Source: an optimization exercise on an open RTL-to-GDS flow (aim: small area, a short achievable clock period and few clock cycles per item). Production flows keep margins and buffers that such runs may drop. Function was checked by simulation only, so behaviour that the tests miss may differ from the original.

== run A ==
Design MyDesign, start of the top module:
module MyDesign (
  input   wire dut_run,
  output  wire dut_busy,
  input   wire reset_b,
  input   wire clk,
  output wire        input_sram_write_enable,
  output wire [11:0] input_sram_write_addresss,
  output wire [15:0] input_sram_write_data,
  output reg  [11:0] input_sram_read_address,
  input  wire [15:0] input_sram_read_data,
  output wire        output_sram_write_enable,
  output reg  [11:0] output_sram_write_addresss,
  output wire [15:0] output_sram_write_data,
  output wire [11:0] output_sram_read_address,
  input  wire [15:0] output_sram_read_data,
  output wire        scratchpad_sram_write_enable,
  output wire [11:0] scratchpad_sram_write_addresss,
  output wire [15:0] scratchpad_sram_write_data,
  output wire [11:0] scratchpad_sram_read_address,
  input  wire [15:0] scratchpad_sram_read_data,
  output wire        weights_sram_write_enable,
  output wire [11:0] weights_sram_write_addresss,
  output wire [15:0] weights_sram_write_data,
  output wire [11:0] weights_sram_read_address,
  input  wire [15:0] weights_sram_read_data
);
  assign input_sram_write_enable   = 1'b0;
  assign input_sram_write_addresss = 12'd0;
  assign input_sram_write_data     = 16'd0;
  reg        busy;                
  reg        run;                 
  ...
Size: ~4,400 cells after synthesis, roughly 680 flip-flops, roughly 230 I/O pins, ~52,000 µm² of cells after synthesis.
==> flow/config.mk <==
export PLATFORM = sky130hd
export DESIGN_NAME = MyDesign
export DESIGN_NICKNAME = MyDesign
export VERILOG_FILES = /design/flow/design.v
export SDC_FILE = /design/flow/constraint.sdc
export NUM_CORES = 4
export LEC_CHECK = 0
export CAP_MARGIN = 50
export CORE_MARGIN = 2
export CORE_UTILIZATION = 80
export CTS_CLUSTER_DIAMETER = 150
export CTS_CLUSTER_SIZE = 25
export SLEW_MARGIN = 50
export SYNTH_HIERARCHICAL = 1
==> flow/constraint.sdc <==
create_clock -name core_clock -period 12.0 [get_ports {clk}]
set_input_delay 2.4000 -clock core_clock [delete_from_list [all_inputs] [get_ports {clk}]]
set_output_delay 2.4000 -clock core_clock [all_outputs]
set_load 0.01 [all_outputs]
standard.sh (not shown) runs the stock make flow with config.mk's settings and CLKGATE_MAP_FILE= SYNTH_SCRIPT=/design/flow/synth_recipe.tcl, a recipe that flattens the netlist after the stock synthesis.
==> flow/flow/run.sh <==
#!/bin/bash
# The standard layout (the standard.sh, standard synthesis unchanged), with
# the port buffers inserted by buffer_ports made from buf_2 cells instead of
# the default choice. Each tool's output goes to ORFS's own logs under orfs/;
# this script's output goes to run_flow.log.
set -euo pipefail
export BUFFER_PORTS_ARGS="-buffer_cell sky130_fd_sc_hd__buf_2"
bash standard.sh > run_flow.log 2>&1
Testbench counts of run A, summed over its fixed seeds: cycles 36,652, items 15,932.
#### Input delta (run B over run A)
diff --git a/flow/design.v b/flow/design.v
--- a/flow/design.v
+++ b/flow/design.v
@@ -1840,15 +1840,16 @@
   reg  [6:0] nreg;
   wire [4:0] cmask = {nreg[6], |nreg[6:5], |nreg[6:4], |nreg[6:3], |nreg[6:2]};
   wire [5:0] rmask = {nreg[6], |nreg[6:5], |nreg[6:4], |nreg[6:3], |nreg[6:2], |nreg[6:1]};
   wire       lastcol = (pj == cmask);
   wire       lastrow = (pr == rmask);
   reg  [15:0] XR, XRp, XA, XAp, XB, XBp;
-  reg  [15:0] XRo, XAo;           
+  reg  [15:0] XRo;                
   reg         weo;                
   reg  [4:0]  spwa;               
+  reg         wbank;              
   reg         xv, xh, xlast, xn4;
   reg  [5:0]  xr;
   reg  [4:0]  xj;
   wire        endd = run & xh & (&XR);
   reg  [11:0] ira;                
   reg  [4:0]  spra;               
@@ -1886,13 +1887,13 @@
     if (av) ira <= ira + 12'd1;
     else    ira <= 12'd0;
     if (!run)               wcnt <= 3'd0;
     else if (wcnt != 3'd6)  wcnt <= wcnt + 3'd1;
     if (!run)               wra <= 7'd0;
     else if (wcnt < 3'd4)   wra <= {4'd0, wcnt + 3'd1};
-    else                    wra <= {2'b10, pj};
+    else                    wra <= {1'b1, pr[0], pj};
     if (!pv)
       ph <= 1'b1;
     else if (ph) begin
       ph   <= 1'b0;
       pr   <= 6'd0;
       pj   <= 5'd0;
@@ -1906,14 +1907,16 @@
   end
   always @(posedge clk) begin
     if (!reset_b) begin
       input_sram_read_address <= 12'd0;
       spra <= 5'd0;
       spwa <= 5'd0;
+      wbank <= 1'b0;
     end else begin
       spwa <= pj;
+      wbank <= pr[0];
       if (av) input_sram_read_address <= ira + 12'd1;
       else    input_sram_read_address <= 12'd0;
       if (pv) begin
         if (ph | lastcol) spra <= 5'd0;
         else              spra <= pj + 5'd1;
       end
@@ -1937,26 +1940,24 @@
     jC <= jB;
     jD <= jC;
   end
   always @(posedge clk) begin
     if (!reset_b) begin
       XRo <= 16'd0;
-      XAo <= 16'd0;
     end else begin
       XRo <= input_sram_read_data;
-      XAo <= scratchpad_sram_read_data;
     end
   end
   assign scratchpad_sram_read_address   = {7'd0, spra};
   assign scratchpad_sram_write_enable   = weo;
   assign scratchpad_sram_write_addresss = {7'd0, spwa};
   assign scratchpad_sram_write_data     = XRo;
   assign weights_sram_read_address      = {5'd0, wra};
   assign weights_sram_write_enable      = weo;
-  assign weights_sram_write_addresss    = {7'b0000010, jA};
-  assign weights_sram_write_data        = XAo;
+  assign weights_sram_write_addresss    = {6'b000001, wbank, spwa};
+  assign weights_sram_write_data        = XRo;
   assign output_sram_read_address       = {7'b1000000, jB};
   reg [7:0] k00, k01, k02, k10, k11, k12, k20, k21, k22;
   always @(posedge clk) begin
     case (wcnt)
       3'd1: begin k00 <= weights_sram_read_data[15:8]; k01 <= weights_sram_read_data[7:0]; end
       3'd2: begin k02 <= weights_sram_read_data[15:8]; k10 <= weights_sram_read_data[7:0]; end
==> summary.txt <==
- The library cell contributing the largest single delay on the critical path comes out sky130_fd_sc_hd__edfxtp_1 in one run and sky130_fd_sc_hd__a2111oi_1 in the other, namely in run A and run B respectively.
- Against run A, run B comes in 0.75% lower on global-route wire length before repair.
- Going from run A to run B, met3 layer usage reported by global route shows a reduction of 1.2 points, maximum net fanout on the critical path shows an increase of 14.
- Run A → run B: total vias in the final route decreased by about 1.6% relative to the old numbers; multi-input logic portion of the cell area +0.30 points.
Testbench counts of run B, summed over its fixed seeds: cycles 36,652, items 15,932.

==> static timing again, ports no longer ideal <==
In the flow no input, the clock included, has a driving cell. The finished layouts below were timed again as built, in two steps.
Step 1 (the two cells are an assumption about what drives the block):
set clk [get_ports {clk}]
set_driving_cell -lib_cell sky130_fd_sc_hd__clkbuf_16 $clk
set_driving_cell -lib_cell sky130_fd_sc_hd__buf_2 [delete_from_list [all_inputs] $clk]
Step 2 adds t to the input delays and takes it off the output delays; t is the mean of the earliest and latest rising clock arrival at the registers after step 1. Input paths then give back, and output paths get back, about the clock's delay inside the block.
a / b / c = ideal / step 1 / step 2; a / b = the first two.
run | shift t [ns] | slack for setup (ns) | worst setup path after step 2 | worst register clock-pin slew, ns | pins driven straight from the clock port
run A | 0.712 | 8.265 / 8.265 / 8.265 | register to register | 0.11 / 0.11 | 1
run B | 0.718 | 8.143 / 8.143 / 8.143 | register to register | 0.11 / 0.11 | 1
After both steps setup and hold are still met in every run listed.
